This is an optimization exercise on Yosys and OpenROAD, whose aim is small area, a short achievable clock period and few clock cycles, not a production implementation.
In this exercise RTL edits were held to simulation tests only and were not proved equivalent to the original.
Power figures rest on the tool's default switching activity, not on a simulated workload. The flow treats the clock pin as an ideal source, which a real chip does not have.

## main
Design Freq_Counter, start of the top module:
module Freq_Counter (clock, iReset_N, SW1, iValid, iPixel, oReady, oValid, iPixel_new);
Size in the first run: roughly 5,700 flip-flops, ~22 I/O pins, about 0.16 sq mm of cells after synthesis.
clock: 11.0 ns
lec_check: 0
abc_clock_period_in_ps: 3500
cap_margin: 20
core_margin: 2
core_utilization: 70
slew_margin: 20
standard.sh (not shown) runs the stock make flow with config.mk's settings and CLKGATE_MAP_FILE= SYNTH_SCRIPT=/design/flow/synth_recipe.tcl, a recipe that flattens the netlist after the stock synthesis.
==> flow/flow/run.sh <==
#!/bin/bash
set -euo pipefail
bash standard.sh SETUP_SLACK_MARGIN=7.6 \
  "BUFFER_PORTS_ARGS=-buffer_cell sky130_fd_sc_hd__buf_4" \
  "CTS_ARGS=-sink_clustering_enable -repair_clock_nets -sink_clustering_size 20 -sink_clustering_max_diameter 45 -dont_use_dummy_load" \
  finish > standard_flow.log 2>&1
Testbench counts of main, summed over its fixed seeds: cycles 664,224.
> inputs changed (main -> the feature branch)
==> flow/flow/run.sh <==
#!/bin/bash
set -euo pipefail
bash standard.sh SETUP_SLACK_MARGIN=7.6 \
  "BUFFER_PORTS_ARGS=-buffer_cell sky130_fd_sc_hd__buf_4" \
  "CTS_ARGS=-sink_clustering_enable -repair_clock_nets -sink_clustering_size 30 -sink_clustering_max_diameter 60 -dont_use_dummy_load" \
  finish > standard_flow.log 2>&1
==> comparison <==
Global-route wire length before repair: the feature branch lower than main
Static leakage power for the feature branch: 4.0% down relative to main
Looking only at via-per-instance ratio, and setting everything else aside, the lower value of the feature branch and main goes to the feature branch.
Share of the clock period used by the worst path (lower): the feature branch
Area after detailed placement: main vs the feature branch identical
Per the comparison of the feature branch with main, cell count -about 1.7%; worst reg2reg path depth -3.
Delta(headroom to the max-slew limit, the feature branch - main) > 0
Post-synthesis to final-layout area growth | the feature branch below main
Relative to main, the clock network power measured on the feature branch has decreased by more than a quarter.

========
Another version of the RTL of Freq_Counter (not shown whole).
Size in the first run: roughly 5,700 flip-flops, about 22 I/O pins, roughly 0.16 mm2 of cells after synthesis.
clock: 11.0 ns
lec_check: 0
abc_clock_period_in_ps: 3500
cap_margin: 20
core_margin: 2
core_utilization: 75
slew_margin: 20
==> flow/flow/run.sh <==
#!/bin/bash
set -euo pipefail
ARGS=(SETUP_SLACK_MARGIN=7.5
  "BUFFER_PORTS_ARGS=-buffer_cell sky130_fd_sc_hd__buf_4"
  "CTS_ARGS=-sink_clustering_enable -repair_clock_nets -sink_clustering_size 30 -sink_clustering_max_diameter 60 -dont_use_dummy_load")
bash standard.sh "${ARGS[@]}" place > standard_place.log 2>&1
PLACE_ODB=$(pwd)/orfs/results/sky130hd/Freq_Counter/base/3_place.odb openroad -no_init -exit flow/pull_outputs.tcl > pull_outputs.log 2>&1
bash standard.sh "${ARGS[@]}" finish > standard_finish.log 2>&1
==> flow/flow/pull_outputs.tcl <==
# Move each output port's driving flip-flop next to the port's output buffer,
# then legalize. Reads and writes the placed design given in PLACE_ODB.
read_db $::env(PLACE_ODB)
set block [ord::get_db_block]
set moved 0
foreach bterm [$block getBTerms] {
  if {[$bterm getIoType] ne "OUTPUT"} { continue }
  set net [$bterm getNet]
  set buf ""
  foreach it [$net getITerms] { if {[$it isOutputSignal]} { set buf [$it getInst] } }
  if {$buf eq ""} { continue }
  set in ""
  foreach it [$buf getITerms] { if {[$it isInputSignal]} { set in [$it getNet] } }
  if {$in eq ""} { continue }
  set ff ""
  set nload 0
  foreach it [$in getITerms] {
    if {[$it isOutputSignal]} { set ff [$it getInst] } else { incr nload }
  }
  if {$ff eq "" || $nload != 1} { continue }
  if {![[$ff getMaster] isSequential]} { continue }
  set loc [$buf getLocation]
  $ff setLocation [lindex $loc 0] [lindex $loc 1]
  $ff setPlacementStatus PLACED
  incr moved
  puts "moved [$ff getName] next to [$buf getName]"
}
puts "moved $moved flip-flops"
detailed_placement
check_placement -verbose
write_db $::env(PLACE_ODB)
Testbench counts at the start, summed over its fixed seeds: cycles 664,224.
Edit:
==> flow/flow/run.sh (replaced) <==
#!/bin/bash
set -euo pipefail
ARGS=(SETUP_SLACK_MARGIN=7.5
  "BUFFER_PORTS_ARGS=-buffer_cell sky130_fd_sc_hd__buf_4"
  "CTS_ARGS=-sink_clustering_enable -repair_clock_nets -sink_clustering_size 30 -sink_clustering_max_diameter 80 -dont_use_dummy_load")
bash standard.sh "${ARGS[@]}" place > standard_place.log 2>&1
PLACE_ODB=$(pwd)/orfs/results/sky130hd/Freq_Counter/base/3_place.odb openroad -no_init -exit flow/pull_outputs.tcl > pull_outputs.log 2>&1
bash standard.sh "${ARGS[@]}" finish > standard_finish.log 2>&1
--- a/flow/config.mk
+++ b/flow/config.mk
@@ -9,4 +9,4 @@
 export CAP_MARGIN = 20
 export CORE_MARGIN = 2
-export CORE_UTILIZATION = 75
+export CORE_UTILIZATION = 70
 export SLEW_MARGIN = 20
Result: Final cell count is higher by about 1.3%; power is lower by about 1.2%; sequential share of layout area stays flat; non-clock buffer count is lower by 4.
Edit:
==> flow/flow/run.sh (replaced) <==
#!/bin/bash
set -euo pipefail
ARGS=(SETUP_SLACK_MARGIN=7.5
  "BUFFER_PORTS_ARGS=-buffer_cell sky130_fd_sc_hd__buf_4"
  "CTS_ARGS=-sink_clustering_enable -repair_clock_nets -sink_clustering_size 34 -sink_clustering_max_diameter 60 -dont_use_dummy_load")
bash standard.sh "${ARGS[@]}" place > standard_place.log 2>&1
PLACE_ODB=$(pwd)/orfs/results/sky130hd/Freq_Counter/base/3_place.odb openroad -no_init -exit flow/pull_outputs.tcl > pull_outputs.log 2>&1
bash standard.sh "${ARGS[@]}" finish > standard_finish.log 2>&1
Total power increases slightly.
Setup slack got worse by 16 ps.
Fmax decreases slightly.
Flip-flop and latch count does not change.
Synthesized area stays the same.
Design area is about the same.
Worst hold slack improved by 15 ps.
First-iteration DRC count increases slightly.
Non-clock buffer count decreases by 6.
Clock skew decreases by 10 ps.

========
run 1:
Another version of the RTL of Freq_Counter (not shown whole).
Size: roughly 11000 cells after synthesis, about 170000 sq um of cells after synthesis.
==> flow/config.mk <==
export PLATFORM = sky130hd
export DESIGN_NAME = Freq_Counter
export DESIGN_NICKNAME = Freq_Counter
export VERILOG_FILES = /design/flow/design.v
export SDC_FILE = /design/flow/constraint.sdc
export NUM_CORES = 8
export LEC_CHECK = 0
export ABC_CLOCK_PERIOD_IN_PS = 3500
export CAP_MARGIN = 20
export CORE_MARGIN = 2
export CORE_UTILIZATION = 60
export SLEW_MARGIN = 20
==> flow/constraint.sdc <==
create_clock -name core_clock -period 11.0 [get_ports {clock}]
set_input_delay 2.2000 -clock core_clock [delete_from_list [all_inputs] [get_ports {clock}]]
set_output_delay 2.2000 -clock core_clock [all_outputs]
set_load 0.01 [all_outputs]
==> flow/flow/run.sh <==
#!/bin/bash
set -euo pipefail
bash standard.sh SETUP_SLACK_MARGIN=7.4 \
  "BUFFER_PORTS_ARGS=-buffer_cell sky130_fd_sc_hd__buf_4" \
  "CTS_ARGS=-sink_clustering_enable -repair_clock_nets -sink_clustering_size 30 -sink_clustering_max_diameter 60 -dont_use_dummy_load" \
  finish > standard_flow.log 2>&1
Testbench counts of run 1, summed over its fixed seeds: cycles 664,216.
Edits applied to the flow inputs when going from run 1 to run 2:
==> flow/flow/run.sh <==
#!/bin/bash
set -euo pipefail
bash standard.sh SETUP_SLACK_MARGIN=8 "BUFFER_PORTS_ARGS=-buffer_cell sky130_fd_sc_hd__buf_4" finish > standard_flow.log 2>&1
diff --git a/flow/config.mk b/flow/config.mk
--- a/flow/config.mk
+++ b/flow/config.mk
@@ -11 +11,3 @@
-export CORE_UTILIZATION = 60
+export CORE_UTILIZATION = 40
+export CTS_CLUSTER_DIAMETER = 60
+export CTS_CLUSTER_SIZE = 30
### Flow results
Between run 1 and run 2, the flow reports maximum resistive drop on vdd decreasing by more than a quarter.
Comparing run 1 and run 2, worst-margin pin slew is lower on run 1.
Going from run 1 to run 2, die extent in y went up, final worst setup slack went down.
Modified inputs, run 3 compared to run 2
==> flow/flow/run.sh <==
#!/bin/bash
set -euo pipefail
bash standard.sh SETUP_SLACK_MARGIN=7.4 \
  "BUFFER_PORTS_ARGS=-buffer_cell sky130_fd_sc_hd__buf_4" \
  "CTS_ARGS=-sink_clustering_enable -repair_clock_nets -sink_clustering_size 30 -sink_clustering_max_diameter 60 -dont_use_dummy_load" \
  finish > standard_flow.log 2>&1
diff --git a/flow/config.mk b/flow/config.mk
--- a/flow/config.mk
+++ b/flow/config.mk
@@ -11,3 +11 @@
-export CORE_UTILIZATION = 40
-export CTS_CLUSTER_DIAMETER = 60
-export CTS_CLUSTER_SIZE = 30
+export CORE_UTILIZATION = 70
- Run comparison: run 3 end point of the critical path oReady; run 2 end point of the critical path iPixel_new[0]
- Re final wirelength: run 2 was higher than run 3.
- Re fraction of final layout cells sized beyond drive strength 1: run 3 is 5.2 points down on run 2.
- Run 3 vs. run 2: achievable frequency went up by 6.3 MHz.
- When the final numbers for run 2 and run 3 were put side by side, the minimum clock period after layout turned out to be smaller in run 3.
- On summed area of non-filler cells in the final layout, run 2 loses to run 3.
- Taking run 2 as the reference, in run 3 worst hold margin has decreased, post-synthesis to final-layout area growth has decreased, global-route wire length before repair has decreased, sequential share of layout area has increased, post-layout utilization of the core has increased.
- Run 2 ended up with iPixel_new[0] as its launching element of the worst setup path; run 3 ended up with rdy.

========
## v6
Freq_Counter with an RTL version that a note above also has.
For scale: ~10,000 cells after synthesis, about 5,700 flip-flops.
Settings: LEC_CHECK=0, ABC_CLOCK_PERIOD_IN_PS=3500, CAP_MARGIN=20, CORE_MARGIN=2, CORE_UTILIZATION=70, SLEW_MARGIN=20; clock period 11.0 ns.
==> flow/flow/run.sh <==
#!/bin/bash
set -euo pipefail
ARGS=(SETUP_SLACK_MARGIN=7.5
  "BUFFER_PORTS_ARGS=-buffer_cell sky130_fd_sc_hd__buf_4"
  "CTS_ARGS=-sink_clustering_enable -repair_clock_nets -sink_clustering_size 30 -sink_clustering_max_diameter 60 -dont_use_dummy_load -balance_levels")
bash standard.sh "${ARGS[@]}" place > standard_place.log 2>&1
PLACE_ODB=$(pwd)/orfs/results/sky130hd/Freq_Counter/base/3_place.odb openroad -no_init -exit flow/pull_outputs.tcl > pull_outputs.log 2>&1
bash standard.sh "${ARGS[@]}" finish > standard_finish.log 2>&1
Scripts as last shown in full above: flow/flow/pull_outputs.tcl
Testbench counts of v6, summed over its fixed seeds: cycles 664,224.
### v6 -> v7
==> flow/flow/run.sh <==
#!/bin/bash
set -euo pipefail
ARGS=(SETUP_SLACK_MARGIN=7.6
  "BUFFER_PORTS_ARGS=-buffer_cell sky130_fd_sc_hd__buf_4"
  "CTS_ARGS=-sink_clustering_enable -repair_clock_nets -sink_clustering_size 30 -sink_clustering_max_diameter 60 -dont_use_dummy_load")
bash standard.sh "${ARGS[@]}" place > standard_place.log 2>&1
PLACE_ODB=$(pwd)/orfs/results/sky130hd/Freq_Counter/base/3_place.odb openroad -no_init -exit flow/pull_outputs.tcl > pull_outputs.log 2>&1
bash standard.sh "${ARGS[@]}" finish > standard_finish.log 2>&1
Results
v7: full flow OK, the timing, design-rule and antenna checks passed. v7 against v6: average via count per standard cell held; fmax held; global-route usage held. Diff v7..v6 | average wire per cell in the routed design | negligible. Summary: post-route worst setup slack, v7 worse than v6. Between v6 and v7, the difference in number of global-route vias before repair is negligible. Between v6 and v7, the share of the clock period used by the worst path after layout does not differ in any meaningful way. Slew at the pin closest to its max-slew limit in v7 is 64 ps lower than in v6. There was hardly any difference in final design area excluding fillers between v7 and v6. v7 against v6: leakage dissipation roughly the same, total power after layout about even.

-- port drivers added, routing unchanged --
Ports are ideal in the flow. The routed layouts listed here were re-timed in OpenROAD. Step 1: set_driving_cell puts a clkbuf_16 on clock and a buf_2 on each other input, an assumption about the parent block. Step 2 also shifts input and output timing later by t, the mid clock arrival at the registers, as if the neighbouring blocks saw the same clock. Three values: no drivers, after step 1, after step 2; two values: the first two.
| run | t, ns | setup slack, ns | worst register clock-pin slew, ns |
|---|---|---|---|
| main | 1.048 | 7.367 / 7.277 / 7.241 | 0.11 / 0.11 |
| the feature branch | 0.943 | 7.452 / 7.360 / 7.324 | 0.11 / 0.11 |
| the first run of note 2 | 0.988 | 7.423 / 7.323 / 7.146 | 0.11 / 0.11 |
| the second run of note 2 | 0.963 | 7.470 / 7.383 / 7.169 | 0.12 / 0.12 |
| the third run of note 2 | 0.960 | 7.454 / 7.364 / 7.212 | 0.12 / 0.12 |
| run 1 | 0.968 | 7.376 / 7.284 / 7.153 | 0.11 / 0.11 |
| run 2 | 1.060 | 7.286 / 7.179 / 7.234 | 0.11 / 0.11 |
| run 3 | 0.955 | 7.371 / 7.283 / 7.151 | 0.11 / 0.11 |
| v6 | 0.962 | 7.470 / 7.380 / 7.230 | 0.11 / 0.11 |
| v7 | 0.965 | 7.465 / 7.378 / 7.198 | 0.11 / 0.11 |
After both steps setup and hold are still met in every run listed. The setup slack of the second run of note 2, which loses most, moves by -0.087 ns with the drivers and by -0.301 ns with both steps.
